Background: an optimization exercise with open tools, aiming at small area. Do not read the settings as production practice. Only simulation tests tie the RTL to the original design; equivalence was not proved. Power figures rest on the tool's default switching activity, not on a simulated workload.

==> design/flow/design.v <==
module NewDatabusArbiter_v2 (
    sys_clk,
    data_in,  
    valid,
    porb,
    por_pulseb,
    timeoutb,
    eep_loadb,
    en_rail_rail,
    eeprom_cache,
    data_out,
    read_eep,
    pgm_eep,
    cache_out,
    p2s_en,
    reg0_ldb,
    reg1_ldb,
    reg2_ldb,
    reg3_ldb,
    eep_cycleb,
    eep_clrb
);
input wire sys_clk;
input wire [29:0] data_in;
input wire valid;
input wire porb;
input wire por_pulseb;
input wire timeoutb;
input wire eep_loadb;
input wire en_rail_rail;
input wire [63:0] eeprom_cache;
output reg [15:0] data_out;
output wire read_eep;
output wire pgm_eep;
output wire [63:0] cache_out;
output wire p2s_en;
output wire reg0_ldb;
output wire reg1_ldb;
output wire reg2_ldb;
output wire reg3_ldb;
output wire eep_cycleb;
output reg eep_clrb;
wire int_rstb = porb & por_pulseb & timeoutb;
localparam [2:0] T_INV  = 3'd2,    
                 T_NONE = 3'd4,    
                 T_WR   = 3'd6,    
                 T_ID   = 3'd1,    
                 T_RR   = 3'd3,    
                 T_RE   = 3'd0,    
                 T_PG   = 3'd5,    
                 T_SEL  = 3'd7;    
wire [3:0] in_mode = data_in[21:18];
wire [2:0] in_sel  = data_in[4:2];
reg [2:0] t_nxt;
always @* begin
    if (!valid)
        t_nxt = T_INV;
    else if (in_mode[3])
        t_nxt = T_NONE;
    else if (!in_mode[2])
        t_nxt = T_WR;
    else case (in_mode[1:0])
        2'd0: t_nxt = T_ID;
        2'd1: t_nxt = in_sel[2] ? T_RE : T_RR;
        2'd2: t_nxt = T_PG;
        default: t_nxt = (in_sel[2:1] == 2'b00) ? T_SEL : T_NONE;
    endcase
end
reg [2:0] cmd_t;
reg [1:0] cmd_k;
always @(posedge sys_clk, negedge int_rstb) begin
    if (!int_rstb)
        cmd_t <= T_INV;
    else
        cmd_t <= t_nxt;
end
always @(posedge sys_clk) begin
    cmd_k <= in_mode[2] ? in_sel[1:0] : in_mode[1:0];
end
wire c_inv = (cmd_t == T_INV);
wire c_wr  = (cmd_t == T_WR);
wire c_id  = (cmd_t == T_ID);
wire c_rr  = (cmd_t == T_RR);
wire c_re  = (cmd_t == T_RE);
wire c_pg  = (cmd_t == T_PG);
wire c_se  = (cmd_t == T_SEL) & ~cmd_k[0];
wire c_sr  = (cmd_t == T_SEL) &  cmd_k[0];
reg wr, id, rr, re, se, sr;
reg pg_p, pg_q;      
reg [1:0] addr;      
reg [2:0] fxn;       
always @(posedge sys_clk, negedge int_rstb) begin
    if (!int_rstb) begin
        wr <= 1'b0; id <= 1'b0; rr <= 1'b0; re <= 1'b0; se <= 1'b0; sr <= 1'b0;
        pg_p <= 1'b0; pg_q <= 1'b0;
    end else if (c_inv) begin
        wr <= 1'b0; id <= 1'b0; rr <= 1'b0; re <= 1'b0; se <= 1'b0; sr <= 1'b0;
        pg_p <= 1'b0; pg_q <= 1'b0;
    end else begin
        if (c_wr) wr <= 1'b1;
        if (c_id) id <= 1'b1;
        if (c_rr) rr <= 1'b1;
        if (c_re) re <= 1'b1;
        if (c_se) se <= 1'b1;
        if (c_sr) sr <= 1'b1;
        if (c_pg) begin
            pg_p <= pg_p | en_rail_rail;
            pg_q <= ~en_rail_rail | (pg_p & pg_q);
        end
    end
end
always @(posedge sys_clk) begin
    addr <= cmd_k;
    if (c_rr | c_re)
        fxn <= {c_re, cmd_k[1], cmd_k[1] ^ cmd_k[0]};
end
assign p2s_en     = id | rr | re;
assign read_eep   = re | se;
assign eep_cycleb = ~(pg_p | pg_q);
assign pgm_eep    = pg_p & pg_q;
always @(posedge sys_clk) begin
    eep_clrb <= ~pgm_eep & porb;
end
reg wff;
wire wstrobe = wr & ~wff;
reg [15:0] reg0, reg1, reg2, reg3;
assign cache_out = {reg3, reg2, reg1, reg0};
always @(posedge sys_clk, negedge porb) begin
    if (!porb) begin
        reg0 <= 16'd0;
        reg1 <= 16'd0;
        reg2 <= 16'd0;
        reg3 <= 16'd0;
    end else if (wstrobe) begin
        case (addr)
            2'd0: reg0 <= data_in[17:2];
            2'd1: reg1 <= data_in[17:2];
            2'd2: reg2 <= data_in[17:2];
            default: reg3 <= data_in[17:2];
        endcase
    end
end
reg       es_s, rs_s;
reg [1:0] es_i, rs_i;
reg       last_reg;      
wire e_go = se | es_s;
wire r_go = sr | rs_s;
wire e_on = es_s ^ (es_i == 2'd0);    
wire r_on = rs_s ^ (rs_i == 2'd0);
wire [15:0] eep_w0 = eeprom_cache[15:0];
wire [15:0] eep_w1 = eeprom_cache[31:16];
wire [15:0] eep_w2 = eeprom_cache[47:32];
wire [15:0] eep_w3 = eeprom_cache[63:48];
function [15:0] pick4;
    input [1:0] k;
    input [15:0] a0, a1, a2, a3;
    case (k)
        2'd0: pick4 = a0;
        2'd1: pick4 = a1;
        2'd2: pick4 = a2;
        default: pick4 = a3;
    endcase
endfunction
wire st_id  = ~wstrobe & id;
wire st_rr  = ~wstrobe & ~id & rr;
wire st_re  = ~wstrobe & ~id & ~rr & re;
wire st_seq = ~wstrobe & ~id & ~rr & ~re & ~(pg_p | pg_q);
wire st_e   = st_seq & e_go;
wire st_r   = st_seq & ~e_go & r_go;
wire st_idl = st_seq & ~e_go & ~r_go;
wire       rd_reg = (st_rr & ~fxn[2]) | (st_r & r_on);
wire       rd_eep = st_re | (st_e & e_on);
wire [1:0] rd_k   = (st_rr | st_re) ? fxn[1:0] : (st_e ? es_i : rs_i);
wire [3:0] rd_dec = {rd_k == 2'b10, rd_k == 2'b11, rd_k == 2'b01, rd_k == 2'b00};
wire [3:0] sel_r  = rd_dec & {4{rd_reg}};
wire [3:0] sel_e  = rd_dec & {4{rd_eep}};
wire [15:0] d_nxt = ({16{wstrobe}} & data_out)
                  | ({16{st_id}} & 16'hF001)
                  | ({16{sel_r[0]}} & reg0) | ({16{sel_r[1]}} & reg1)
                  | ({16{sel_r[2]}} & reg2) | ({16{sel_r[3]}} & reg3)
                  | ({16{sel_e[0]}} & eep_w0) | ({16{sel_e[1]}} & eep_w1)
                  | ({16{sel_e[2]}} & eep_w2) | ({16{sel_e[3]}} & eep_w3);
always @(posedge sys_clk, negedge int_rstb) begin
    if (!int_rstb) begin
        wff <= 1'b0;
        es_s <= 1'b0; es_i <= 2'd0;
        rs_s <= 1'b0; rs_i <= 2'd0;
        data_out <= 16'd0;
    end else begin
        data_out <= d_nxt;
        if (wstrobe)
            wff <= 1'b1;
        else if (st_idl)
            wff <= wr;
        if (st_e) begin
            es_s <= e_on;
            es_i <= {es_s & es_i[0], ~(es_s & es_i[1])};
        end else if (st_idl) begin
            es_s <= 1'b0; es_i <= 2'd0;
        end
        if (st_r) begin
            rs_s <= r_on;
            rs_i <= {rs_s & rs_i[0], ~(rs_s & rs_i[1])};
        end else if (st_idl) begin
            rs_s <= 1'b0; rs_i <= 2'd0;
        end
    end
end
always @(posedge sys_clk) begin
    if (st_e)
        last_reg <= 1'b0;
    else if (st_r)
        last_reg <= 1'b1;
end
wire       ld_s = last_reg ? rs_s : es_s;
wire [1:0] ld_i = last_reg ? rs_i : es_i;
assign reg0_ldb = ld_s & (ld_i == 2'b01);
assign reg1_ldb = ld_s & (ld_i == 2'b11);
assign reg2_ldb = ld_s & (ld_i == 2'b10);
assign reg3_ldb = ld_s & (ld_i == 2'b00);
endmodule
==> design/flow/flow/run.sh <==
#!/bin/bash
# Layout flow: the standard ORFS flow (standard.sh) with these changes.
#  1. Synthesis is ORFS's own synthesis script (synth_recipe.tcl), but ABC maps the
#     combinational logic with an area-oriented script (flow/abc_map.script) in place
#     of ORFS's speed script. Registers are mapped before ABC runs, so they are the
#     same cells with the same names as in the standard synthesis.
#  3. Port buffers are sky130_fd_sc_hd__buf_1 (buffer_ports -buffer_cell).
#  4. Clock tree synthesis inserts no dummy loads (-dont_use_dummy_load).
# Each tool's output goes to a log file in the work folder; ORFS also keeps its own
# per-step logs under orfs/logs.
set -euo pipefail
W=$(pwd)
R="$W/orfs/results/$FLOW_PLATFORM/NewDatabusArbiter_v2/base"
LIB="$FLOW_HOME/platforms/$FLOW_PLATFORM/lib/sky130_fd_sc_hd__tt_025C_1v80.lib"

# A copy of ORFS's scripts folder whose only difference is the ABC script.
rm -rf "$W/scripts_area"
mkdir -p "$W/scripts_area"
cp -a "$FLOW_HOME/scripts/." "$W/scripts_area/"
cp "$W/flow/abc_map.script" "$W/scripts_area/abc_speed.script"

bash "$W/standard.sh" SCRIPTS_DIR="$W/scripts_area" synth > "$W/synth.log" 2>&1

# Upsize drivers of heavily loaded nets, then rebuild the synthesis database.
cp "$R/1_2_yosys.v" "$W/1_2_yosys_before_upsize.v"
python3 "$W/flow/upsize.py" "$LIB" "$R/1_2_yosys.v" 3 0.9 > "$W/upsize.log" 2>&1
rm -f "$R/1_synth.odb" "$R/1_synth.sdc"
bash "$W/standard.sh" synth > "$W/synth_odb.log" 2>&1

bash "$W/standard.sh" \
  "BUFFER_PORTS_ARGS=-buffer_cell sky130_fd_sc_hd__buf_1" \
  "CTS_ARGS=-sink_clustering_enable -repair_clock_nets -buf_list sky130_fd_sc_hd__clkbuf_8 -dont_use_dummy_load" \
  finish > "$W/layout.log" 2>&1
==> design/flow/flow/abc_map.script <==
strash
dch -f
amap -A 10 -F 3
==> design/flow/flow/upsize.py <==
"""Upsize weak drivers of heavily loaded nets in the synthesized netlist.

Area-oriented mapping leaves single-strength gates (nor2_1, nor3_1, ...) driving
nets with 16 or more loads. Placement's repair then adds a buffer on each such
net. Swapping the driver for a stronger cell of the same function (same cell
family, same pins) is cheaper. Only combinational cells are changed; registers
are left exactly as synthesis made them.

usage: upsize.py LIBERTY NETLIST [WIRE_FF_PER_LOAD] [CAP_FRACTION]
"""
import re
import sys
import collections

lib_path, net_path = sys.argv[1], sys.argv[2]
wire_ff = float(sys.argv[3]) if len(sys.argv) > 3 else 4.0
frac = float(sys.argv[4]) if len(sys.argv) > 4 else 0.8

# Liberty: per cell, area, pin directions, input caps, output max caps.
cells = {}
cur = None
pin = None
for line in open(lib_path):
    m = re.match(r'\s*cell\s*\(\s*"?([\w]+)"?\s*\)', line)
    if m:
        cur = {'area': 0.0, 'in': {}, 'out': {}, 'ff': False}
        cells[m.group(1)] = cur
        pin = None
        continue
    if cur is None:
        continue
    m = re.match(r'\s*area\s*:\s*([\d.]+)', line)
    if m:
        cur['area'] = float(m.group(1))
    if re.match(r'\s*(ff|latch|statetable)\s*\(', line):
        cur['ff'] = True
    m = re.match(r'\s*pin\s*\(\s*"?(\w+)"?\s*\)', line)
    if m:
        pin = m.group(1)
        cur.setdefault('dir', {})
        continue
    if pin:
        m = re.match(r'\s*direction\s*:\s*"?(\w+)"?', line)
        if m:
            cur['dir'][pin] = m.group(1)
        m = re.match(r'\s*capacitance\s*:\s*([\d.]+)', line)
        if m and cur['dir'].get(pin) == 'input':
            cur['in'][pin] = float(m.group(1)) * 1000.0
        m = re.match(r'\s*max_capacitance\s*:\s*([\d.]+)', line)
        if m:
            cur['out'][pin] = float(m.group(1)) * 1000.0

dont = set()
if len(sys.argv) > 5:
    dont = set(sys.argv[5].split())

text = open(net_path).read()
inst_re = re.compile(r'(sky130_fd_sc_hd__\w+)(\s+)(\S+)(\s*\()(.*?)(\);)', re.S)
insts = []
for m in inst_re.finditer(text):
    typ, name, body = m.group(1), m.group(3), m.group(5)
    pins = dict((p, s.strip()) for p, s in re.findall(r'\.(\w+)\(([^()]*)\)', body))
    insts.append([m.start(1), m.end(1), typ, name, pins])

load = collections.defaultdict(float)
fanout = collections.Counter()
driver = {}
for ins in insts:
    typ, pins = ins[2], ins[4]
    c = cells.get(typ)
    if not c:
        continue
    for p, s in pins.items():
        if c['dir'].get(p) == 'input':
            load[s] += c['in'].get(p, 2.0)
            fanout[s] += 1
        elif c['dir'].get(p) == 'output':
            driver[s] = (ins, p)

family = collections.defaultdict(list)
for n, c in cells.items():
    m = re.match(r'(sky130_fd_sc_hd__\w+?)_(\d+)$', n)
    if m and n not in dont:
        family[m.group(1)].append(n)

changes = []
for s, (ins, p) in driver.items():
    typ = ins[2]
    c = cells[typ]
    if c['ff'] or s not in fanout:
        continue
    need = load[s] + wire_ff * fanout[s]
    if c['out'].get(p, 1e9) * frac >= need:
        continue
    m = re.match(r'(sky130_fd_sc_hd__\w+?)_(\d+)$', typ)
    if not m:
        continue
    best = None
    for alt in family[m.group(1)]:
        a = cells[alt]
        if set(a['dir']) != set(c['dir']) or a['ff']:
            continue
        if a['out'].get(p, 0) * frac >= need and (best is None or a['area'] < cells[best]['area']):
            best = alt
    if best and best != typ:
        changes.append((ins, best, s, need))

out = []
last = 0
for ins, best, s, need in sorted(changes, key=lambda x: x[0][0]):
    out.append(text[last:ins[0]])
    out.append(best)
    last = ins[1]
out.append(text[last:])
open(net_path, 'w').write(''.join(out))
for ins, best, s, need in changes:
    print(f"{ins[3]}: {ins[2]} -> {best} (net {s}, fanout {fanout[s]}, est. load {need:.1f} fF)")
==> design/flow/standard.sh <==
#!/bin/bash
# synth_recipe.tcl (not shown) runs the flow's synth.tcl, then flattens the netlist and writes it again
# the make line also repeats each setting of config.mk as NAME=value (left out here)
make -C /OpenROAD-flow-scripts/flow DESIGN_CONFIG=/design/flow/config.mk WORK_HOME=/design/flow/orfs CLKGATE_MAP_FILE= SYNTH_SCRIPT=/design/flow/synth_recipe.tcl "${@:-finish}"
==> design/flow/config.mk <==
export PLATFORM = sky130hd
export DESIGN_NAME = NewDatabusArbiter_v2
export DESIGN_NICKNAME = NewDatabusArbiter_v2
export VERILOG_FILES = /design/flow/design.v
export SDC_FILE = /design/flow/constraint.sdc
export NUM_CORES = 4
export LEC_CHECK = 0
export CAP_MARGIN = 5
export CORE_MARGIN = 2
export CORE_UTILIZATION = 55
export CTS_BUF_LIST = sky130_fd_sc_hd__clkbuf_8
export SLEW_MARGIN = 5
==> design/flow/constraint.sdc <==
create_clock -name core_clock -period 5.0 [get_ports {sys_clk}]
set_input_delay 1.0000 -clock core_clock [delete_from_list [all_inputs] [get_ports {sys_clk}]]
set_output_delay 1.0000 -clock core_clock [all_outputs]
set_load 0.01 [all_outputs]
==> key figures, run 1 <==
Outcome
  • Outcome: complete, no violations

Clock tree
  • Reg clk slew, reported paths: 90 ps
  • TritonCTS buffer count: 9
  • Hold_buf cts: 0
  • Clk latency of the worst-skew pair: 360 ps
  • Clock sinks: 107
  • H-tree depth: 3
  • Root Driver: clkbuf_8
  • # Post-CTS Setup Buffers: 0
  • CTS resizes: 0
  • CTS tree: yes
  • Clk buf depth: 2

Drt
  • 1st-iter DRT viols: 471
  • DRT Wirelength: 14300 µm
  • Drc violations: 0
  • Drt first pass iters: 8
  • Vias: 4359
  • Via density per instance: 6.635
  • Antenna-violating nets left: 0
  • WL per Instance: 21.77 µm

Setup path
  • Crit end category: flop
  • Slowest stage delay, CP: 720 ps
  • Top cell by count, worst path: clkinv_1
  • Crit start category: flop
  • CP max FO: 16
  • Worst path slowest cell: nor2_2
  • Worst R2R Setup Slack: 910 ps
  • Crit path DAT: 4350 ps
  • R2R Path End: data_out[12]$_DFF_PN0_
  • Worst R2R Path Depth: 12
  • Reg-to-Reg Start: wr$_DFFE_PN0P_
  • Crit path cell chain: clkinv_1, nor2_2, buf_4, clkinv_1, a31oi_1, clkinv_1, o32ai_1, clkinv_1, or2_0, nor2_2, a222oi_1, nand4_1
  • CP Class: reg -> reg
  • CP Data Required Time: 5260 ps

Worst hold path
  • End of the worst hold path: addr[1]$_DFF_P_
  • Hold WC Path Type: reg -> reg
  • WHS Path Cells: 0
  • Worst hold path startpoint: cmd_k[1]$_DFF_P_

Floorplanning
  • DIE AREA: 0.008920 mm²
  • Floorplan core area: 0.007807 mm²
  • Initial Util: 57.63%
  • IO Pins: 190
  • Die width: 94.45 µm
  • Die height: 94.45 µm
  • Num rows: 32

Logic synthesis
  • Post-Syn Nets: 467
  • Avg Inst Size Synth: 12.29 µm²
  • Cell area after synthesis: 0.004499 mm²
  • Gate Count Post-Synth: 366
  • Ys Warns: 1

Place
  • Port Buffer Count: 178
  • Final Wtd Congestion: 0.8168
  • Post-DP HPWL: 9603 µm

GRT
  • Grt ovf: 0
  • Initial antenna violation count: 0
  • Largest net degree at the start of global routing: 66
  • GRT Util Overall: 32.17%
  • Vias in the first global route: 4110
  • Global-route wire length before repair: 21440 µm

Final layout
  • Share of layout cells above drive strength 1: 4.865%
  • Final Util: 69.62%
  • Fill cells: 655
  • N_diodes: 0
  • Nets: 658
  • Syn-to-layout area delta: 20.80%

Timing
  • Final setup fails: 0
  • Total negative slack: 0 ps
  • RSZ-0062 raised after global routing: false
  • Max frequency: 244.6 MHz
  • Slew headroom: 32.52%
  • Final hold violations: 0
  • Crit share post-route: 81.76%
  • Max Clock Skew: 23.09 ps
  • Slew Viols, Final: 0
  • Tmin final: 4088 ps
  • Worst-Margin Slew: 1011 ps

Pwr
  • Worst vdd ir: 0.2703 mV
  • Pleak: 0.002046 µW
  • Pwr/cell area: 576.7 mW/mm²

Run
  • Max-cap viol count: 0
[per-layer routing]
layer  global-route usage, %  vias up  share of wire (%)
li1                        -     1900                  -
met1                   41.89     2157                 39
met2                   54.35      274                 49
met3                   6.864       28                9.5
met4                   10.14        0                2.1
met5                       0        -                  0
[power breakdown]
| part | switching [µW] | internal, µW | leakage [µW] |
|---|---|---|---|
| registers | 299 | 1220 | 0.00126 |
| logic | 685 | 519 | 0.000723 |
| clock network | 252 | 162 | 0.0000647 |
| total | 1240 | 1900 | 0.00205 |
[layout make-up]
type / count / area (µm²) / area share (%)
Tap cell: 102 / 127.6 / 2.348
Multi-Input combinational cell: 222 / 1697 / 31.22
Clock buffer: 9 / 123.9 / 2.279
Inverter: 37 / 138.9 / 2.555
Timing Repair Buffer: 180 / 684.4 / 12.59
Sequential cell: 107 / 2664 / 49.01
[worst max-delay path: cells and delay by family (launching register included)]
| kind | cells | cell delay, ps |
|---|---|---|
| DFF | 1 | 360 |
| AOI/OAI and AO/OA | 3 | 990 |
| buffers and inverters | 5 | 1140 |
| and+or+nand+nor | 4 | 1490 |
[per-stage QoR]
stage / area [µm²] / total power, µW / hold slack, ps / setup WS (ps) / cells
floorplan: 4499 / 2218 / 360.9 / 1815 / 366
global placement: 5311 / 2684 / 381.5 / 1133 / 648
detailed placement: 5311 / 2727 / 381.4 / 1024 / 648
CTS: 5435 / 3134 / 424.9 / 961.5 / 657
global route: 5435 / 3323 / 442.3 / 590.8 / 657
finish: 5435 / 3134 / 425.2 / 911.9 / 657
[worst max-delay path by stage]
stage | from | endpoint
after detailed placement | wr$_DFFE_PN0P_ | data_out[15]$_DFF_PN0_
final | wr$_DFFE_PN0P_ | data_out[12]$_DFF_PN0_
after floorplan | wr$_DFFE_PN0P_ | data_out[0]$_DFF_PN0_
after CTS | wr$_DFFE_PN0P_ | data_out[12]$_DFF_PN0_
after global routing | wr$_DFFE_PN0P_ | data_out[12]$_DFF_PN0_
after global placement | wr$_DFFE_PN0P_ | data_out[12]$_DFF_PN0_
[cell usage in the layout (no fill, tap or decap), types with 8 or more instances in the layout]
cell type and count:
buf_1 177, dfrtp_1 97, nand3_1 15, o21ai_0 14, clkbuf_8 9, a22oi_1 10
a222oi_1 43, o22a_1 66, clkinv_1 37, nor2_1 14, o22ai_1 8, nor2_2 9
==> inputs of run 2 (changes only) <==
==> design/flow/flow/upsize.py (replaced) <==
"""Give heavily loaded nets of the synthesized netlist strong enough drivers.

Area-oriented mapping leaves single-strength gates (nor2_1, nor3_1, ...) driving
nets with 16 or more loads; placement's repair would add a buffer to each. Two
cheaper fixes, applied to combinational cells only (registers are left exactly as
synthesis made them):
  * complement swap: when gate G (say nor3) drives net N and an inverter I turns N
    into M, G is replaced by its complement (or3) driving M, and I drives N from M.
    The function of every net is unchanged; the stronger complement and the
    inverter then share the load.
  * upsizing: the driver is replaced by a stronger size of the same cell.

usage: upsize.py LIBERTY NETLIST [WIRE_FF_PER_LOAD] [CAP_FRACTION]
"""
import re
import sys
import collections

lib_path, net_path = sys.argv[1], sys.argv[2]
wire_ff = float(sys.argv[3]) if len(sys.argv) > 3 else 3.0
frac = float(sys.argv[4]) if len(sys.argv) > 4 else 0.9
P = 'sky130_fd_sc_hd__'

# Liberty: per cell, area, pin directions, input caps (fF), output max caps (fF).
cells = {}
cur = None
pin = None
for line in open(lib_path):
    m = re.match(r'\s*cell\s*\(\s*"?([\w]+)"?\s*\)', line)
    if m:
        cur = {'area': 0.0, 'in': {}, 'out': {}, 'ff': False, 'dir': {}}
        cells[m.group(1)] = cur
        pin = None
        continue
    if cur is None:
        continue
    m = re.match(r'\s*area\s*:\s*([\d.]+)', line)
    if m:
        cur['area'] = float(m.group(1))
    if re.match(r'\s*(ff|latch|statetable)\s*\(', line):
        cur['ff'] = True
    m = re.match(r'\s*pin\s*\(\s*"?(\w+)"?\s*\)', line)
    if m:
        pin = m.group(1)
        continue
    if pin:
        m = re.match(r'\s*direction\s*:\s*"?(\w+)"?', line)
        if m:
            cur['dir'][pin] = m.group(1)
        m = re.match(r'\s*capacitance\s*:\s*([\d.]+)', line)
        if m and pin not in cur['in']:
            cur['in'][pin] = float(m.group(1)) * 1000.0
        m = re.match(r'\s*max_capacitance\s*:\s*([\d.]+)', line)
        if m:
            cur['out'][pin] = float(m.group(1)) * 1000.0

for c in cells.values():
    c['in'] = {p: v for p, v in c['in'].items() if c['dir'].get(p) == 'input'}

text = open(net_path).read()
inst_re = re.compile(r'(sky130_fd_sc_hd__\w+)\s+(\S+)\s*\((.*?)\);', re.S)


class Inst:
    def __init__(self, typ, name, pins):
        self.typ, self.name, self.pins = typ, name, pins


insts = []
spans = []
for m in inst_re.finditer(text):
    pins = dict((p, s.strip()) for p, s in re.findall(r'\.(\w+)\(([^()]*)\)', m.group(3)))
    insts.append(Inst(m.group(1), m.group(2), pins))
    spans.append((m.start(), m.end()))


def analyse():
    load = collections.defaultdict(float)
    loads = collections.defaultdict(list)
    driver = {}
    for ins in insts:
        c = cells.get(ins.typ)
        if not c:
            continue
        for p, s in ins.pins.items():
            if c['dir'].get(p) == 'input':
                load[s] += c['in'].get(p, 2.0)
                loads[s].append(ins)
            elif c['dir'].get(p) == 'output':
                driver[s] = (ins, p)
    return load, loads, driver


def need(load, loads, s):
    return load[s] + wire_ff * len(loads[s])


def out_pin(typ):
    return [p for p, d in cells[typ]['dir'].items() if d == 'output'][0]


def family_of(typ):
    m = re.match(r'(sky130_fd_sc_hd__\w+?)_(\d+)$', typ)
    return m.group(1) if m else None


families = collections.defaultdict(list)
for n in cells:
    f = family_of(n)
    if f:
        families[f].append(n)


def smallest(fam, pin, req, like):
    best = None
    for alt in families.get(fam, []):
        a = cells[alt]
        if a['ff'] or set(a['dir']) != set(cells[like]['dir']):
            continue
        if a['out'].get(pin, 0) * frac >= req and (best is None or a['area'] < cells[best]['area']):
            best = alt
    return best


COMPLEMENT = {'nor2': 'or2', 'nor3': 'or3', 'nor4': 'or4', 'nand2': 'and2', 'nand3': 'and3',
              'nand4': 'and4', 'or2': 'nor2', 'or3': 'nor3', 'or4': 'nor4', 'and2': 'nand2',
              'and3': 'nand3', 'and4': 'nand4'}
INVERTERS = ('inv', 'clkinv')
ports = set(re.findall(r'^\s*(?:input|output)\s+(?:\[[^\]]*\]\s*)?(\S+?)\s*;', text, re.M))
log = []

# Complement swaps.
load, loads, driver = analyse()
done = set()
for ins in insts:
    fam = family_of(ins.typ)
    if not fam or fam[len(P):] not in INVERTERS or ins.name in done:
        continue
    n_net, m_net = ins.pins.get('A'), ins.pins.get('Y')
    if n_net not in driver or n_net in ports or m_net in ports:
        continue
    g, gp = driver[n_net]
    gfam = family_of(g.typ)
    if not gfam or gfam[len(P):] not in COMPLEMENT or g.name in done or cells[g.typ]['ff']:
        continue
    if cells[g.typ]['out'][gp] * frac >= need(load, loads, n_net):
        continue
    cfam = P + COMPLEMENT[gfam[len(P):]]
    # After the swap: G' drives M plus the inverter; the inverter drives N's other loads.
    inv_in = cells[ins.typ]['in']['A']
    req_m = need(load, loads, m_net) + inv_in + wire_ff
    req_n = need(load, loads, n_net) - inv_in - wire_ff
    cands = [c for c in families.get(cfam, []) if set(cells[c]['in']) == set(cells[g.typ]['in'])
             and cells[c]['out'][out_pin(c)] * frac >= req_m]
    if not cands or cells[ins.typ]['out']['Y'] * frac < req_n:
        continue
    comp = min(cands, key=lambda c: cells[c]['area'])
    up = smallest(gfam, gp, need(load, loads, n_net), g.typ)
    cost_swap = cells[comp]['area'] - cells[g.typ]['area']
    cost_up = cells[up]['area'] - cells[g.typ]['area'] if up else 1e9
    if cost_swap >= cost_up:
        continue
    log.append(f"{g.name}: {g.typ} -> {comp} driving {m_net}; {ins.name} now drives {n_net} from {m_net}")
    old_out = out_pin(g.typ)
    g.pins = {(out_pin(comp) if p == old_out else p): (m_net if p == old_out else s)
              for p, s in g.pins.items()}
    g.typ = comp
    ins.pins['A'], ins.pins['Y'] = m_net, n_net
    done.update((g.name, ins.name))

# Upsizing.
load, loads, driver = analyse()
for s, (ins, p) in driver.items():
    c = cells[ins.typ]
    if c['ff'] or s not in loads or ins.name in done:
        continue
    req = need(load, loads, s)
    if c['out'].get(p, 1e9) * frac >= req:
        continue
    fam = family_of(ins.typ)
    best = smallest(fam, p, req, ins.typ) if fam else None
    if best and best != ins.typ:
        log.append(f"{ins.name}: {ins.typ} -> {best} (net {s}, {len(loads[s])} loads, est. {req:.1f} fF)")
        ins.typ = best

out = []
last = 0
for ins, (a, b) in zip(insts, spans):
    out.append(text[last:a])
    body = ',\n'.join(f"    .{p}({s}{' ' if s.startswith(chr(92)) else ''})"
                       for p, s in ins.pins.items())
    out.append(f"{ins.typ} {ins.name} (\n{body}\n  );")
    last = b
out.append(text[last:])
open(net_path, 'w').write(''.join(out))
print('\n'.join(log))
==> key figures, run 2 <==
GRT
  • Largest net degree at the start of global routing: 63
  • Initial antenna violation count: 0
  • Vias in the first global route: 4256
  • Grt ovf: 0
  • Global-route wire length before repair: 22700 µm
  • GRT Util Overall: 34.61%

Final layout
  • Nets: 658
  • Share of layout cells above drive strength 1: 4.144%
  • Commonest non-fill, non-tap cell in the layout: buf_1
  • N_diodes: 0
  • Final Cell Area: 0.005395 mm²
  • Most frequent cells in the layout: 177 x buf_1, 97 x dfrtp_1, 66 x o22a_1
  • Finished Layout Cells: 657
  • Syn-to-layout area delta: 20.99%

Drt
  • DRT Wirelength: 14830 µm
  • WL per Instance: 22.57 µm
  • 1st-iter DRT viols: 489
  • Drc violations: 0
  • Vias: 4314
  • Drt first pass iters: 7
  • Via density per instance: 6.566
  • Antenna-violating nets left: 0

Clock tree
  • Reg clk slew, reported paths: 100 ps
  • Hold_buf cts: 0
  • Clk latency of the worst-skew pair: 360 ps
  • H-tree depth: 3
  • # Post-CTS Setup Buffers: 0
  • Root Driver: clkbuf_8
  • Clock sinks: 107
  • CTS resizes: 0
  • TritonCTS buffer count: 9
  • Clk buf depth: 2
  • CTS tree: yes

Logic synthesis
  • Post-synthesis cell type count: 26
  • Avg Inst Size Synth: 12.18 µm²
  • Post-Syn Nets: 467
  • Area leader, netlist: dfrtp_1
  • Number of synthesized flops with an enable pin: 3
  • Ys Warns: 1
  • Ys async rst share: 91.59%
  • Register area share after synthesis: 60.12%
  • Cell area after synthesis: 0.004459 mm²
  • Area reported by Yosys stat: 0.004430 mm²
  • Gate Count Post-Synth: 366
  • Synthesized flop and latch total: 107
  • Synth top area cells: dfrtp_1 55%, o22a_1 13%, a222oi_1 9.7%
  • Top post-synthesis cells by count: 97 x dfrtp_1, 66 x o22a_1, 43 x a222oi_1, 37 x clkinv_1, 23 x nor2_1
  • Top FF cell, synth: dfrtp_1
  • Count leader, synth: dfrtp_1
  • Top-area cell type share of the netlist area: 54.79%

Floorplanning
  • Die height: 94.05 µm
  • Num rows: 32
  • DIE AREA: 0.008844 mm²
  • Die width: 94.05 µm
  • Floorplan core area: 0.007807 mm²
  • Initial Util: 57.12%
  • IO Pins: 190

Outcome
  • Outcome: complete, no violations

Pwr
  • Power, Total: 3144 µW
  • Pwr/cell area: 582.8 mW/mm²
  • Pleak: 0.002040 µW
  • Worst vdd ir: 0.3042 mV

Timing
  • Max frequency: 255.7 MHz
  • Tmin final: 3910 ps
  • Max Clock Skew: 21.40 ps
  • Final hold violations: 0
  • Crit share post-route: 78.21%
  • Total negative slack: 0 ps
  • Slew Viols, Final: 0
  • RSZ-0062 raised after global routing: false
  • Slew headroom: 31.61%
  • Worst-Margin Slew: 1025 ps
  • Final setup fails: 0

Setup path
  • CP Data Required Time: 5280 ps
  • Crit start category: flop
  • CP max FO: 16
  • CP Class: reg -> reg
  • Crit path DAT: 4190 ps
  • Crit end category: flop

Place
  • Port Buffer Count: 178
  • Area after DPL: 0.005271 mm²
  • Final Wtd Congestion: 0.8527
  • Post-DP HPWL: 9706 µm
  • Dpl cells: 648

Worst hold path
  • Hold WC Path Type: reg -> reg

Run
  • Max-cap viol count: 0
run 2: path summary, 6_finish.rpt:
| check | start | end | slack (ps) | cells past startpoint |
|---|---|---|---|---|
| setup / recovery | id$_DFFE_PN0P_ | data_out[15]$_DFF_PN0_ | 1090 | 12 |
| hold / removal | cmd_k[1]$_DFF_P_ | addr[1]$_DFF_P_ | 420 | 0 |
| setup reg to reg | id$_DFFE_PN0P_ | data_out[15]$_DFF_PN0_ | 1090 | 12 |
| hold reg to reg | cmd_k[1]$_DFF_P_ | addr[1]$_DFF_P_ | 420 | 0 |
| max in group asynchronous | porb | data_out[12]$_DFF_PN0_ | 3350 | 2 |
| min in group asynchronous | porb | reg2[8]$_DFFE_PN0P_ | 440 | 1 |
run 2: cell type report:
type                       instances  area [µm²]
inverter                          37       138.9
sequential                       107        2664
tap                              102       127.6
clock buffer                       9       123.9
timing repair buffer             180       684.4
fill                             637        2412
multi-input combinational        222        1657
run 2: routing by layer:
layer | wire length (µm) | up-vias | track usage, % | part of all wire (%)
met5 | 0 | - | 0 | 0
met4 | 314 | 0 | 14.25 | 2.1
met3 | 1534 | 21 | 5.698 | 10
met2 | 7205 | 279 | 55.77 | 49
met1 | 5777 | 2123 | 46.96 | 39
li1 | - | 1891 | - | -
run 2: power breakdown:
part,internal (µW),switching [µW],leakage (µW)
Combinational,518,695,0.000717
Sequential,1220,295,0.00126
Clock,162,256,0.0000647
run 2: worst max-delay path: stages, from the launching register on:
cell	delay, ps
dfrtp_1	530
clkinv_1	140
nand3_1	130
nor4_1	490
o21ai_0	280
clkinv_1	170
nor2_1	60
o32ai_1	400
clkinv_1	170
or2_0	280
nor2_2	790
a222oi_1	220
nand4_1	160
run 2: through the flow:
step | hold slack (ps) | setup slack (ps) | utilization (%)
6_report | 423.8 | 1090 | 69.10
5_1_grt | 439.8 | 745.0 | 69.10
4_1_cts | 421.6 | 1162 | 69.10
3_5_place_dp | 384.9 | 1228 | 67.52
3_3_place_gp | 384.7 | 1359 | 67.52
2_1_floorplan | 360.9 | 2046 | -
run 2: cell families (layout without fill, tap and decap cells):
logic type	after synthesis	count (layout)	share of synthesized area (%)
AND/OR/NAND/NOR	67	67	7.229
buffers and inverters	37	226	3.135
flip-flops	107	107	60.12
AO/OA/AOI/OAI	155	155	29.51
==> inputs of run 3 (changes only) <==
--- a/design/flow/design.v
+++ b/design/flow/design.v
@@ -152,14 +152,4 @@
 wire [15:0] eep_w2 = eeprom_cache[47:32];
 wire [15:0] eep_w3 = eeprom_cache[63:48];
-function [15:0] pick4;
-    input [1:0] k;
-    input [15:0] a0, a1, a2, a3;
-    case (k)
-        2'd0: pick4 = a0;
-        2'd1: pick4 = a1;
-        2'd2: pick4 = a2;
-        default: pick4 = a3;
-    endcase
-endfunction
 wire st_id  = ~wstrobe & id;
 wire st_rr  = ~wstrobe & ~id & rr;
@@ -207,6 +197,8 @@
     end
 end
-always @(posedge sys_clk) begin
-    if (st_e)
+always @(posedge sys_clk, negedge int_rstb) begin
+    if (!int_rstb)
+        last_reg <= 1'b0;
+    else if (st_e)
         last_reg <= 1'b0;
     else if (st_r)
==> key figures, run 3 <==
Logic synthesis
  • Avg Inst Size Synth: 12.20 µm²
  • Gate Count Post-Synth: 375
  • Cell area after synthesis: 0.004573 mm²
  • Ys Warns: 1
  • Post-Syn Nets: 476

Floorplanning
  • Die height: 95.19 µm
  • Num rows: 33
  • Initial Util: 56.22%
  • IO Pins: 190
  • Die width: 95.19 µm
  • Floorplan core area: 0.008134 mm²
  • DIE AREA: 0.009060 mm²

Final layout
  • Final Util: 67.87%
  • Final Cell Area: 0.005520 mm²
  • N_diodes: 0
  • Syn-to-layout area delta: 20.71%
  • Commonest non-fill, non-tap cell in the layout: buf_1
  • Fill cells: 668
  • Sequential cell area: 0.002669 mm²
  • Most frequent cells in the layout: 177 x buf_1, 98 x dfrtp_1, 66 x o22a_1
  • Share of layout cells above drive strength 1: 4.248%
  • Nets: 668
  • Multi-input logic area: 0.001758 mm²

Drt
  • DRT Wirelength: 14620 µm
  • Via density per instance: 6.464
  • Drc violations: 0
  • Antenna-violating nets left: 0
  • 1st-iter DRT viols: 401
  • Drt first pass iters: 6
  • Vias: 4331
  • WL per Instance: 21.83 µm

Timing
  • RSZ-0062 raised after global routing: false
  • Tmin final: 4460 ps
  • Slew Viols, Final: 0
  • Min Hold Slack: 417.6 ps
  • Worst-Margin Slew: 927.2 ps
  • Max frequency: 224.2 MHz
  • Final setup fails: 0
  • Crit share post-route: 89.19%
  • Slew headroom: 37.98%
  • Total negative slack: 0 ps
  • Final hold violations: 0
  • Max Clock Skew: 33.99 ps

Clock tree
  • TritonCTS buffer count: 9
  • Reg clk slew, reported paths: 100 ps
  • Hold_buf cts: 0
  • Root Driver: clkbuf_8
  • H-tree depth: 3
  • CTS tree: yes
  • Clk latency of the worst-skew pair: 370 ps
  • # Post-CTS Setup Buffers: 0
  • CTS resizes: 0
  • Clk buf depth: 2
  • Clock sinks: 107

GRT
  • GRT Util Overall: 32.44%
  • Global-route wire length before repair: 21620 µm
  • Vias in the first global route: 4058
  • Initial antenna violation count: 0
  • Grt ovf: 0
  • Largest net degree at the start of global routing: 66

Place
  • Area after DPL: 0.005396 mm²
  • Final Wtd Congestion: 0.8529
  • Port Buffer Count: 178
  • Post-DP HPWL: 9460 µm

Setup path
  • R2R Path End: data_out[13]$_DFF_PN0_
  • Crit end category: flop
  • Worst path slowest cell: nor3_4
  • Crit path DAT: 4730 ps
  • Crit path cell chain: clkinv_1, nor2_2, clkinv_1, nand3_1, nor4_1, o21ai_0, clkinv_1, o22ai_1, o22ai_1, clkinv_1, nor3_4, a222oi_1, nand4_1
  • CP Buf/Inv Count: 4
  • Slowest stage delay, CP: 860 ps
  • CP max FO: 16
  • Crit-path leading delay family: simple AND/OR/NAND/NOR gates
  • Crit start category: flop
  • Crit path depth: 13
  • CP Data Required Time: 5270 ps
  • CP Class: reg -> reg
  • Worst R2R Setup Slack: 540 ps
  • Worst R2R Path Depth: 13
  • Reg-to-Reg Start: wr$_DFFE_PN0P_
  • Top cell by count, worst path: clkinv_1

Pwr
  • Clock share of power: 13.2%
  • Sw frac: 39.99%
  • Cell internal pwr: 1905 µW
  • Flop pwr share: 47.7%
  • Worst vdd ir: 0.2937 mV
  • Switching power: 1270 µW
  • Comb pwr share: 39.1%
  • Pleak: 0.002055 µW
  • Pwr/cell area: 575.1 mW/mm²

Worst hold path
  • Hold WC Path Type: reg -> reg
  • End of the worst hold path: addr[1]$_DFF_P_
  • WHS Path Cells: 0
  • Worst hold path startpoint: cmd_k[1]$_DFF_P_

Run
  • Max-cap viol count: 0

Outcome
  • Outcome: complete, no violations
## run 3: layer usage
| metal | track usage (%) | part of all wire, % | vias to the layer above |
|---|---|---|---|
| met1 | 45.79 | 42 | 2154 |
| met5 | 0 | 0 | - |
| met3 | 4.980 | 8.8 | 20 |
| li1 | - | - | 1917 |
| met4 | 11.23 | 1.5 | 0 |
| met2 | 51.70 | 48 | 240 |
## run 3: how the worst max path moves through the flow
| stage | from | end | slack (ps) |
|---|---|---|---|
| after floorplan | wr$_DFFE_PN0P_ | data_out[0]$_DFF_PN0_ | 750 |
| after global placement | wr$_DFFE_PN0P_ | data_out[13]$_DFF_PN0_ | 820 |
| after detailed placement | wr$_DFFE_PN0P_ | data_out[7]$_DFF_PN0_ | 640 |
| after CTS | wr$_DFFE_PN0P_ | data_out[13]$_DFF_PN0_ | 590 |
| after global routing | wr$_DFFE_PN0P_ | data_out[13]$_DFF_PN0_ | 260 |
| final | wr$_DFFE_PN0P_ | data_out[13]$_DFF_PN0_ | 540 |
## run 3: final cells by class
type	instances	area share (%)
Timing Repair Buffer	181	12.53
Sequential cell	107	48.35
Tap cell	105	2.380
Multi-Input combinational cell	229	31.85
Inverter	39	2.652
Clock buffer	9	2.244
## run 3: power groups by stage
stage               combinational (µW)  sequential (µW)  clock, µW
floorplan                          639             1610          0
global placement                  1210             1510          0
detailed placement                1240             1520          0
CTS                               1240             1500        421
global route                      1370             1550        454
finish                            1240             1510        419
## run 3: stage by stage
stage,cells,setup WS (ps),power [µW]
final,670,540.4,3175
after global routing,670,261.1,3370
after CTS,670,590.4,3168
after detailed placement,661,642.8,2761
after global placement,661,819.1,2717
after floorplan,375,746.4,2249
==> inputs of run 4 (changes only) <==
--- a/design/flow/design.v
+++ b/design/flow/design.v
@@ -42,12 +42,12 @@
 output reg eep_clrb;
 wire int_rstb = porb & por_pulseb & timeoutb;
-localparam [2:0] T_INV  = 3'd2,    
-                 T_NONE = 3'd4,    
-                 T_WR   = 3'd6,    
-                 T_ID   = 3'd1,    
-                 T_RR   = 3'd3,    
-                 T_RE   = 3'd0,    
-                 T_PG   = 3'd5,    
-                 T_SEL  = 3'd7;    
+localparam [2:0] T_INV  = 3'd1,    
+                 T_NONE = 3'd3,    
+                 T_WR   = 3'd0,    
+                 T_ID   = 3'd5,    
+                 T_RR   = 3'd4,    
+                 T_RE   = 3'd6,    
+                 T_PG   = 3'd7,    
+                 T_SEL  = 3'd2;    
 wire [3:0] in_mode = data_in[21:18];
 wire [2:0] in_sel  = data_in[4:2];
@@ -197,8 +197,6 @@
     end
 end
-always @(posedge sys_clk, negedge int_rstb) begin
-    if (!int_rstb)
-        last_reg <= 1'b0;
-    else if (st_e)
+always @(posedge sys_clk) begin
+    if (st_e | st_idl)
         last_reg <= 1'b0;
     else if (st_r)
--- a/design/flow/flow/upsize.py
+++ b/design/flow/flow/upsize.py
@@ -9,5 +9,6 @@
     The function of every net is unchanged; the stronger complement and the
     inverter then share the load.
-  * upsizing: the driver is replaced by a stronger size of the same cell.
+  * otherwise the cheaper of: a stronger size of the same cell, or the complement
+    gate followed by a new inverter (nor3_1 -> or3_1 + clkinv_1).
 
 usage: upsize.py LIBERTY NETLIST [WIRE_FF_PER_LOAD] [CAP_FRACTION]
@@ -169,9 +170,10 @@
     done.update((g.name, ins.name))
 
-# Upsizing.
 load, loads, driver = analyse()
-for s, (ins, p) in driver.items():
+INV = P + 'clkinv_1'
+added = []
+for s, (ins, p) in list(driver.items()):
     c = cells[ins.typ]
-    if c['ff'] or s not in loads or ins.name in done:
+    if c['ff'] or s not in loads or ins.name in done or s in ports:
         continue
     req = need(load, loads, s)
@@ -180,5 +182,21 @@
     fam = family_of(ins.typ)
     best = smallest(fam, p, req, ins.typ) if fam else None
-    if best and best != ins.typ:
+    cost_up = cells[best]['area'] - c['area'] if best else 1e9
+    comp = None
+    if fam and fam[len(P):] in COMPLEMENT and cells[INV]['out']['Y'] * frac >= req:
+        cfam = P + COMPLEMENT[fam[len(P):]]
+        cands = [x for x in families.get(cfam, []) if set(cells[x]['in']) == set(c['in'])]
+        if cands:
+            comp = min(cands, key=lambda x: cells[x]['area'])
+    cost_comp = cells[comp]['area'] + cells[INV]['area'] - c['area'] if comp else 1e9
+    if comp and cost_comp < cost_up:
+        mid = f"_upsz_n{len(added)}_"
+        log.append(f"{ins.name}: {ins.typ} -> {comp} + {INV} (net {s}, {len(loads[s])} loads, est. {req:.1f} fF)")
+        old_out = out_pin(ins.typ)
+        ins.pins = {(out_pin(comp) if q == old_out else q): (mid if q == old_out else v)
+                    for q, v in ins.pins.items()}
+        ins.typ = comp
+        added.append(Inst(INV, f"_upsz_i{len(added)}_", {'A': mid, 'Y': s}))
+    elif best and best != ins.typ:
         log.append(f"{ins.name}: {ins.typ} -> {best} (net {s}, {len(loads[s])} loads, est. {req:.1f} fF)")
         ins.typ = best
@@ -192,5 +210,12 @@
     out.append(f"{ins.typ} {ins.name} (\n{body}\n  );")
     last = b
-out.append(text[last:])
+tail = text[last:]
+if added:
+    decl = ''.join(f"  wire {i.pins['A']};\n" for i in added)
+    body = ''.join(f"  {i.typ} {i.name} (\n    .A({i.pins['A']}),\n    .Y({i.pins['Y']}{' ' if i.pins['Y'].startswith(chr(92)) else ''})\n  );\n"
+                   for i in added)
+    k = tail.rindex('endmodule')
+    tail = tail[:k] + decl + body + tail[k:]
+out.append(tail)
 open(net_path, 'w').write(''.join(out))
 print('\n'.join(log))
==> key figures, run 4 <==
Clock tree
  • Clk buf depth: 2
  • Clock sinks: 107
  • H-tree depth: 3
  • CTS tree: yes
  • # Post-CTS Setup Buffers: 0
  • TritonCTS buffer count: 9
  • Clk latency of the worst-skew pair: 360 ps
  • Hold_buf cts: 0
  • Root Driver: clkbuf_8
  • Reg clk slew, reported paths: 100 ps
  • CTS resizes: 0

Timing
  • Slew Viols, Final: 0
  • Max frequency: 284.2 MHz
  • Final setup fails: 0
  • Final hold violations: 0
  • Total negative slack: 0 ps
  • Max Clock Skew: 22.19 ps
  • Tmin final: 3519 ps
  • Slew headroom: 33.59%
  • Crit share post-route: 70.37%
  • Worst setup margin: 1481 ps
  • Worst-Margin Slew: 995.0 ps
  • RSZ-0062 raised after global routing: false

Pwr
  • Pleak: 0.002045 µW
  • Worst vdd ir: 0.2736 mV
  • Pwr/cell area: 567.6 mW/mm²

Drt
  • Vias: 4312
  • Drt first pass iters: 6
  • 1st-iter DRT viols: 464
  • WL met3: 1464 µm
  • Top sig layer: met4
  • DRT Wirelength: 14090 µm
  • Drc violations: 0
  • Antenna-violating nets left: 0
  • Met1 wire length: 5709 µm
  • Via density per instance: 6.494
  • Wire length on met2: 6766 µm
  • WL per Instance: 21.22 µm

Floorplanning
  • DIE AREA: 0.008844 mm²
  • Die width: 94.05 µm
  • Floorplan core area: 0.007807 mm²
  • Die height: 94.05 µm
  • Initial Util: 57.12%
  • IO Pins: 190
  • Num rows: 32

GRT
  • Largest net degree at the start of global routing: 36
  • Grt ovf: 0
  • Initial antenna violation count: 0
  • Global-route wire length before repair: 21000 µm
  • Vias in the first global route: 4020
  • GRT Util Overall: 31.74%

Final layout
  • Most frequent cells in the layout: 177 x buf_1, 97 x dfrtp_1, 64 x o22a_1
  • Share of layout cells above drive strength 1: 4.093%
  • N_diodes: 0
  • Nets: 665
  • Syn-to-layout area delta: 20.99%
  • Commonest non-fill, non-tap cell in the layout: buf_1
  • Fill cells: 661
  • Multi-input logic area: 0.001645 mm²
  • Sequential cell area: 0.002664 mm²

Logic synthesis
  • Post-synthesis cell type count: 26
  • Synthesized flop and latch total: 107
  • Simple-gate share of the synthesized area: 7.512%
  • Largest family of logic cells by synthesized area: compound AO/OA/AOI/OAI gates
  • Gate Count Post-Synth: 373
  • Mux contribution to synthesized area: 0%
  • Area reported by Yosys stat: 0.004430 mm²
  • Synth top area cells: dfrtp_1 55%, o22a_1 13%, a222oi_1 11%
  • Adder-Cell Fraction of Synth Area: 0%
  • Number of synthesized flops with an enable pin: 3
  • Ys Warns: 1
  • Top-area cell type share of the netlist area: 54.79%
  • Area leader, netlist: dfrtp_1
  • Ys async rst share: 91.59%
  • Synth Area in Compound Gates: 28.97%
  • Top post-synthesis cells by count: 97 x dfrtp_1, 64 x o22a_1, 48 x a222oi_1, 40 x clkinv_1, 30 x nor2_1
  • Count leader, synth: dfrtp_1
  • Top FF cell, synth: dfrtp_1
  • Avg Inst Size Synth: 11.96 µm²
  • Cell area after synthesis: 0.004459 mm²
  • Register area share after synthesis: 60.12%
  • Synth Area in XOR/XNOR: 0%
  • Post-Syn Nets: 474

Place
  • Setup WS pre-CTS: 1609 ps
  • Port Buffer Count: 178
  • Final Wtd Congestion: 0.8529
  • Post-DP HPWL: 9525 µm

Worst hold path
  • Hold WC Path Type: reg -> reg
  • End of the worst hold path: addr[1]$_DFF_P_
  • WHS Path Cells: 0
  • Worst hold path startpoint: cmd_k[1]$_DFF_P_

Setup path
  • Crit start category: flop
  • Worst path slowest cell: nor2_2
  • Worst R2R Setup Slack: 1480 ps
  • Crit end category: flop
  • CP max FO: 16
  • R2R Path End: data_out[14]$_DFF_PN0_
  • Reg-to-Reg Start: id$_DFFE_PN0P_
  • Worst R2R Path Depth: 10
  • CP Data Required Time: 5280 ps
  • Crit path cell chain: or3_1, nor4_1, o21ai_0, clkinv_1, o22ai_1, o22ai_1, nand2_1, nor2_2, a222oi_1, nand4_1
  • Top cell by count, worst path: o22ai_1
  • Crit path DAT: 3800 ps
  • CP Class: reg -> reg
  • CP Buf/Inv Count: 1
  • Crit-path leading delay family: simple AND/OR/NAND/NOR gates
  • Slowest stage delay, CP: 740 ps

Run
  • Max-cap viol count: 0

Outcome
  • Outcome: complete, no violations
==> run 4: kinds of logic (layout without fill, tap and decap cells) <==
family,after synthesis,after routing
AOI/OAI and AO/OA,152,152
DFF,107,107
and+or+nand+nor,74,74
buffers and inverters,40,229
==> run 4: through the flow <==
stage	utilization [%]	hold slack, ps	instance area [µm²]	power [µW]	cells
6_report	69.10	389.6	5395	3062	664
5_1_grt	69.10	402.2	5395	3246	664
3_3_place_gp	67.52	372.3	5271	2609	655
4_1_cts	69.10	391.8	5395	3065	664
3_5_place_dp	67.52	380.9	5271	2659	655
2_1_floorplan	-	360.9	4459	2167	373
==> run 4: routing by layer <==
layer  vias up  GRT usage (%)
met5         -              0
met4         0          8.213
met3        16          6.100
met2       265          51.73
met1      2123          44.15
li1       1908              -
==> run 4: report_power, final <==
group	total [µW]	switching, µW	internal (µW)
sequential	1510	294	1220
clock	413	251	162
combinational	1130	642	492
total	3060	1190	1880
==> run 4: worst max path at each step <==
stage | from | to | slack (ps) | cells past startpoint
final | id$_DFFE_PN0P_ | data_out[14]$_DFF_PN0_ | 1480 | 10
after floorplan | wr$_DFFE_PN0P_ | data_out[0]$_DFF_PN0_ | 2260 | 11
after global placement | id$_DFFE_PN0P_ | data_out[12]$_DFF_PN0_ | 1710 | 9
after detailed placement | id$_DFFE_PN0P_ | data_out[14]$_DFF_PN0_ | 1610 | 10
after CTS | id$_DFFE_PN0P_ | data_out[0]$_DFF_PN0_ | 1550 | 10
after global routing | id$_DFFE_PN0P_ | data_out[0]$_DFF_PN0_ | 1240 | 10
==> run 4: final cells by class <==
| type | count | area share [%] |
|---|---|---|
| timing repair buffer | 180 | 12.69 |
| sequential | 107 | 49.37 |
| clock buffer | 9 | 2.296 |
| multi-input combinational | 226 | 30.50 |
| tap | 102 | 2.365 |
| inverter | 40 | 2.783 |

==> static timing again, ports no longer ideal <==
No port has a modelled driver above. Below, the same layouts with a new extraction and two added sets of constraints. Step 1 sets driving cells, clkbuf_16 on the clock port and buf_2 on the other inputs (assumed; they add their load-dependent delay and slew). Step 2 moves the port delays by t, midway between the first and last clock arrival at a register: inputs arrive t later, outputs are due t later. That takes back most of the time a late clock gives input paths. a / b / c = no drivers / after step 1 / after step 2; a / b = the first two.
| run | shift t [ns] | setup slack, ns | worst setup path after step 2 | cell pins on the clock port's net |
|---|---|---|---|---|
| run 1 | 0.379 | 0.912 / 0.912 / 0.912 | register to register | 1 |
| run 2 | 0.388 | 1.090 / 1.090 / 1.090 | register to register | 1 |
| run 3 | 0.390 | 0.540 / 0.540 / 0.540 | register to register | 1 |
| run 4 | 0.377 | 1.481 / 1.481 / 1.481 | register to register | 1 |
After both steps every run listed still meets setup and hold.
